Context: an optimization exercise on an open-source flow, tuned for small area and a short achievable clock period. The choices shown serve that exercise and are no tape-out recipe.
Function was checked by simulation only, so behaviour that the tests miss may differ from the original.
No driver is modelled on the clock port, so clocking that relies on it looks cheaper here than on a real chip.
Power figures rest on the tool's default switching activity, not on a simulated workload.

## Divider
module Divider(divisor,dividend,quotient_final,remainder,clock);
Settings: LEC_CHECK=0, CAP_MARGIN=20, CORE_MARGIN=2, CORE_UTILIZATION=50, CTS_BUF_LIST=sky130_fd_sc_hd__clkbuf_16, CTS_CLUSTER_DIAMETER=100, CTS_CLUSTER_SIZE=30, PLACE_DENSITY=0.7, SETUP_SLACK_MARGIN=1.45, SLEW_MARGIN=20; clock period 3.0 ns.
standard.sh (not shown) runs the stock make flow with config.mk's settings and CLKGATE_MAP_FILE= SYNTH_SCRIPT=/design/flow/synth_recipe.tcl, a recipe that flattens the netlist after the stock synthesis.
==> flow/flow/run.sh <==
#!/bin/bash
# The standard ORFS layout with these changes:
# - the divider steps 3..16 go to synthesis as sky130 gate netlists, which
#   flow/gen_stage.py writes from design.v (it replaces the Stage module; the
#   registers and everything else stay as in the RTL);
# - synthesis: Yosys's full-adder extraction is off (ADDER_MAP_FILE empty),
#   and ABC maps the remaining logic for delay with flow/abc_speed.script;
# - clock tree: right after TritonCTS, its root buffer (which only drives the
#   two first-level buffers) is removed and each first-level buffer is split
#   in two, so the clock port drives four buffers (flow/rmroot.tcl).
# ORFS's scripts are copied here and only those points differ.
set -euo pipefail
rm -rf scripts_local
cp -r "$FLOW_HOME/scripts" scripts_local
cp flow/abc_speed.script scripts_local/abc_speed.script
cp flow/rmroot.tcl scripts_local/rmroot.tcl
python3 - <<'PY'
p = "scripts_local/cts.tcl"
s = open(p).read()
anchor = "log_cmd clock_tree_synthesis {*}$cts_args\n"
assert anchor in s
s = s.replace(anchor, anchor + "source $::env(SCRIPTS_DIR)/rmroot.tcl\nremove_clock_root\nsplit_clock_level1 4\n")
open(p, "w").write(s)
PY
python3 flow/gen_stage.py design.v > mapped.v 2> gen_stage.log
bash standard.sh ADDER_MAP_FILE= BUFFER_PORTS_ARGS="-buffer_cell sky130_fd_sc_hd__buf_1" SCRIPTS_DIR="$PWD/scripts_local" VERILOG_FILES="$PWD/mapped.v" finish > flow_make.log 2>&1
Other scripts of this flow, unchanged in this note and not shown: flow/flow/abc_speed.script, flow/flow/gen_stage.py, flow/flow/rmroot.tcl
Edit:
Settings changed: CORE_UTILIZATION 50 to 55.
The changed run produced a clean layout.
Global-route usage is higher by 2.0 points.
Total power shrinks by about 1%.
Setup slack improved by 0.0092 ns.
Die area shrinks by 8.9%.
Design area is lower by about 0.8%.
Maximum frequency goes up by 0.62%.
Flip-flop and latch count is unchanged.
Cell count decreases by 3.2%.
Area after synthesis does not change.
Combinational power is lower by about 4%.
Register-to-register slack stays flat.
Edit:
Settings changed: SETUP_SLACK_MARGIN 1.45 to 1.0.
Effect: Cell area drops by 4.1%; clock skew barely changes; sequential share of layout area grows by 2.2 points; cell count drops by 0.96%; die area stays the same; global-route usage fell by 0.25 points; worst setup slack loses 0.26 ns.
Edit:
Settings changed: SETUP_SLACK_MARGIN 1.0 to 1.3.
Effect: The new run completed with no timing, DRC or antenna violations. Setup slack improved by 0.18 ns. Clock skew is about the same. Sequential power barely changes. Combinational power hardly moves. Synthesized cell count is unchanged. Routed wire length is about the same. Critical path depth goes down by 2. Design area goes up by 0.53%.
Edit:
Settings changed: CORE_UTILIZATION 55 to 60, PLACE_DENSITY 0.7 to 0.75, SETUP_SLACK_MARGIN 1.3 to 1.45, TNS_END_PERCENT set to 20.
After rerunning: Worst hold slack barely changes. Global-route usage came out higher by 1.2 points. Die area goes down by 8.1%. Sequential share of layout area goes down by 1.2 points. Critical path depth stays the same. Setup slack gains 0.038 ns. Via count hardly moves. Register-to-register slack is better by 0.04 ns.

* * *

## oak
The RTL this note starts from:
==> flow/design.v <==
module Register(s_in, r_in, d_in, s_out, r_out, d_out, clock);
parameter W = 8;
input  [15:0] s_in;
input  [7:0]  r_in;
input  [7:0]  d_in;
input         clock;
output reg [15:0] s_out;
output     [7:0]  r_out;
output reg [7:0]  d_out;
reg [W-1:0] r_q;
always @(posedge clock) begin
  s_out <= s_in;
  r_q   <= r_in[W-1:0];
  d_out <= d_in;
end
generate
  if (W < 8) begin : pad
    assign r_out = {{(8 - W){1'b0}}, r_q};
  end else begin : full
    assign r_out = r_q;
  end
endgenerate
endmodule
module Stage(s_in, r_in, nd, s_out, r_out);
parameter J = 9;
input  [15:0] s_in;
input  [7:0]  r_in;
input  [7:0]  nd;
output [15:0] s_out;
output [7:0]  r_out;
localparam WI = (J - 1 < 8) ? J - 1 : 8;
localparam WO = (J < 8) ? J : 8;
wire [7:0] rin_w = r_in & ((9'd1 << WI) - 9'd1);
wire [8:0] t     = {rin_w, s_in[15]};
wire [7:0] g0 = t[7:0] & nd;
wire [7:0] p0 = t[7:0] | nd;
wire [7:0] g1 = {g0[7] | p0[7] & g0[6], g0[6], g0[5] | p0[5] & g0[4], g0[4],
                 g0[3] | p0[3] & g0[2], g0[2], g0[1] | p0[1] & g0[0], g0[0]};
wire [7:0] p1 = {p0[7] & p0[6], p0[6], p0[5] & p0[4], p0[4],
                 p0[3] & p0[2], p0[2], p0[1] & p0[0], p0[0]};
wire [7:0] g2 = {g1[7] | p1[7] & g1[5], g1[6] | p1[6] & g1[5], g1[5], g1[4],
                 g1[3] | p1[3] & g1[1], g1[2] | p1[2] & g1[1], g1[1], g1[0]};
wire [7:0] p2 = {p1[7] & p1[5], p1[6] & p1[5], p1[5], p1[4],
                 p1[3] & p1[1], p1[2] & p1[1], p1[1], p1[0]};
wire [7:0] g3 = {g2[7:4] | p2[7:4] & {4{g2[3]}}, g2[3:0]};
wire [8:0] c  = {g3, 1'b0};
wire [7:0] x    = nd ^ c[7:0];
wire [7:0] sum  = t[7:0] ^ x;
wire       q    = t[8] | c[8];
wire [7:0] rn   = q ? sum : t[7:0];
assign s_out = {s_in[14:0], q};
assign r_out = rn & ((9'd1 << WO) - 9'd1);
endmodule
module Divider(divisor,dividend,quotient_final,remainder,clock);
input clock;
input [7:0] divisor;
input [15:0] dividend;
output [15:0] quotient_final;
output [22:0] remainder;
wire [15:0] s  [1:15];
wire [7:0]  r  [1:15];
wire [7:0]  d  [1:15];
wire [15:0] sn [1:15];
wire [7:0]  rn [1:15];
reg [15:0] s1;
reg [7:0]  d1;
always @(posedge clock) begin
  s1 <= dividend;
  d1 <= 8'd0 - divisor;
end
assign s[1] = s1;
assign r[1] = 8'd0;
assign d[1] = d1;
wire [15:0] sa;
wire [7:0]  ra;
Stage #(.J(1)) S1 (s[1], r[1], d[1], sa, ra);
Stage #(.J(2)) S2 (sa, ra, d[1], sn[1], rn[1]);
Register #(.W(2)) R2 (sn[1], rn[1], d[1], s[2], r[2], d[2], clock);
genvar k;
generate
  for (k = 2; k <= 14; k = k + 1) begin : st
    Stage #(.J(k + 1)) S (s[k], r[k], d[k], sn[k], rn[k]);
    Register #(.W((k + 1 < 8) ? k + 1 : 8)) R (sn[k], rn[k], d[k], s[k+1], r[k+1], d[k+1], clock);
  end
endgenerate
Stage #(.J(16)) S16 (s[15], r[15], d[15], sn[15], rn[15]);
wire z15 = (d[15] == 8'd0);
reg [15:0] qf;
reg [15:0] rf;
always @(posedge clock) begin
  qf <= sn[15] | {16{z15}};
  rf <= {sn[15][7:0] & {8{z15}}, rn[15]};
end
assign quotient_final = qf;
assign remainder = {7'd0, rf};
endmodule
export LEC_CHECK = 0
export CAP_MARGIN = 20
export CORE_MARGIN = 2
export CORE_UTILIZATION = 40
export CTS_BUF_LIST = sky130_fd_sc_hd__clkbuf_16
export CTS_CLUSTER_DIAMETER = 100
export CTS_CLUSTER_SIZE = 30
export SETUP_SLACK_MARGIN = 1.45
export SLEW_MARGIN = 20
create_clock -name core_clock -period 3.0 [get_ports {clock}]
==> flow/flow/run.sh <==
#!/bin/bash
# The standard ORFS layout with these changes:
# - the divider steps 3..16 go to synthesis as sky130 gate netlists, which
#   flow/gen_stage.py writes from design.v (it replaces the Stage module; the
#   registers and everything else stay as in the RTL);
# - synthesis: Yosys's full-adder extraction is off (ADDER_MAP_FILE empty),
#   and ABC maps the remaining logic for delay with flow/abc_speed.script;
# - clock tree: right after TritonCTS, its root buffer (which only drives the
#   two first-level buffers) is removed and each first-level buffer is split
#   in two, so the clock port drives four buffers (flow/rmroot.tcl).
# ORFS's scripts are copied here and only those points differ.
set -euo pipefail
rm -rf scripts_local
cp -r "$FLOW_HOME/scripts" scripts_local
cp flow/abc_speed.script scripts_local/abc_speed.script
cp flow/rmroot.tcl scripts_local/rmroot.tcl
python3 - <<'PY'
p = "scripts_local/cts.tcl"
s = open(p).read()
anchor = "log_cmd clock_tree_synthesis {*}$cts_args\n"
assert anchor in s
s = s.replace(anchor, anchor + "source $::env(SCRIPTS_DIR)/rmroot.tcl\nremove_clock_root\nsplit_clock_level1 4\n")
open(p, "w").write(s)
PY
python3 flow/gen_stage.py design.v > mapped.v 2> gen_stage.log
bash standard.sh ADDER_MAP_FILE= SCRIPTS_DIR="$PWD/scripts_local" VERILOG_FILES="$PWD/mapped.v" finish > flow_make.log 2>&1
Other scripts of this flow, unchanged in this note and not shown: flow/flow/abc_speed.script, flow/flow/gen_stage.py, flow/flow/rmroot.tcl
Input changes introduced in pine (baseline for comparison: oak):
Settings: SETUP_SLACK_MARGIN changed from 1.45 to 1.65.
Notes after the runs:
The final layout from pine, which completed every stage, passed the timing, design-rule and antenna checks at the end of the flow. pine vs oak: power density of the placed cells down in pine. pine vs oak on number of instances resized during post-cts repair: pine is the higher one. Post-layout instance count excluding filler cells: pine vs oak up 71.
> inputs changed (pine -> birch)
Settings: SETUP_SLACK_MARGIN: 1.65 -> 1.5.
diff --git a/flow/flow/run.sh b/flow/flow/run.sh
--- a/flow/flow/run.sh
+++ b/flow/flow/run.sh
@@ -8,5 +8,7 @@
 # - clock tree: right after TritonCTS, its root buffer (which only drives the
 #   two first-level buffers) is removed and each first-level buffer is split
-#   in two, so the clock port drives four buffers (flow/rmroot.tcl).
+#   in two, so the clock port drives four buffers (flow/rmroot.tcl);
+# - after global routing, non-critical gates are downsized (RECOVER_POWER)
+#   and the setup repair runs once more right after.
 # ORFS's scripts are copied here and only those points differ.
 set -euo pipefail
@@ -23,4 +25,12 @@
 open(p, "w").write(s)
 PY
+python3 - <<'PY'
+p = "scripts_local/global_route.tcl"
+s = open(p).read()
+anchor = "  recover_power_helper\n"
+assert anchor in s
+s = s.replace(anchor, anchor + "  if { $::env(RECOVER_POWER) != 0 } { repair_timing_helper }\n")
+open(p, "w").write(s)
+PY
 python3 flow/gen_stage.py design.v > mapped.v 2> gen_stage.log
-bash standard.sh ADDER_MAP_FILE= SCRIPTS_DIR="$PWD/scripts_local" VERILOG_FILES="$PWD/mapped.v" finish > flow_make.log 2>&1
+bash standard.sh ADDER_MAP_FILE= RECOVER_POWER=100 SCRIPTS_DIR="$PWD/scripts_local" VERILOG_FILES="$PWD/mapped.v" finish > flow_make.log 2>&1
Findings:
In terms of mux share of post-synthesis cell area, pine and birch differ only marginally.
From birch to pine, post-placement cell count did not move at all.
The quantity of gates resized following cts of birch is lower than that of pine.
birch | ERROR | 5_1_grt
Parity-gate share of the synthesized area counting xor and xnor cells came out exactly the same in pine and birch.
Routability congestion estimate ends up lower on birch.
Cell count after synthesis came out exactly the same in pine and birch.
Re half-perimeter wire length after placement: pine was lower than birch.
Sort pine and birch by area of placed instances asc -> top: birch
Going from pine to birch, pre-CTS worst setup slack shrinks by 0.014 ns.
Post-CTS setup repair buffer count came out lower on birch than on pine.

## separate check: timing with driven ports
The results above use ideal ports. As a check the final layouts listed here were re-extracted and re-timed, cells and wires unchanged. Step 1 assumes that a clkbuf_16 drives the clock port and a buf_2 every other input. Step 2 adds t to the input delays and takes it off the output delays; t is the mean of the earliest and latest rising clock arrival at the registers after step 1. Input paths then give back, and output paths get back, about the clock's delay inside the block. Slacks: ideal ports / drivers / drivers and shift; pairs: ideal ports / drivers.
run | t, ns | setup slack, ns | hold WS [ns] | clock arrival spread, ns
the first run of note 1 | 0.417 | 1.514 / 1.502 / 1.514 | 0.313 / 0.267 / 0.313 | 0.050 / 0.050
the second run of note 1 | 0.418 | 1.523 / 1.488 / 1.523 | 0.317 / 0.271 / 0.317 | 0.054 / 0.054
the third run of note 1 | 0.417 | 1.266 / 1.266 / 1.266 | 0.317 / 0.271 / 0.317 | 0.053 / 0.054
the fourth run of note 1 | 0.417 | 1.444 / 1.444 / 1.444 | 0.317 / 0.271 / 0.317 | 0.053 / 0.054
the fifth run of note 1 | 0.417 | 1.482 / 1.482 / 1.482 | 0.317 / 0.270 / 0.317 | 0.046 / 0.046
oak | 0.431 | 1.497 / 1.393 / 1.199 | 0.317 / 0.317 / 0.317 | 0.036 / 0.036
pine | 0.433 | 1.495 / 1.495 / 1.231 | 0.311 / 0.311 / 0.311 | 0.038 / 0.038
After both steps setup and hold are still met in every run listed. For oak, which loses most, drivers alone change the setup slack by -0.104 ns; drivers and shift together by -0.298 ns.
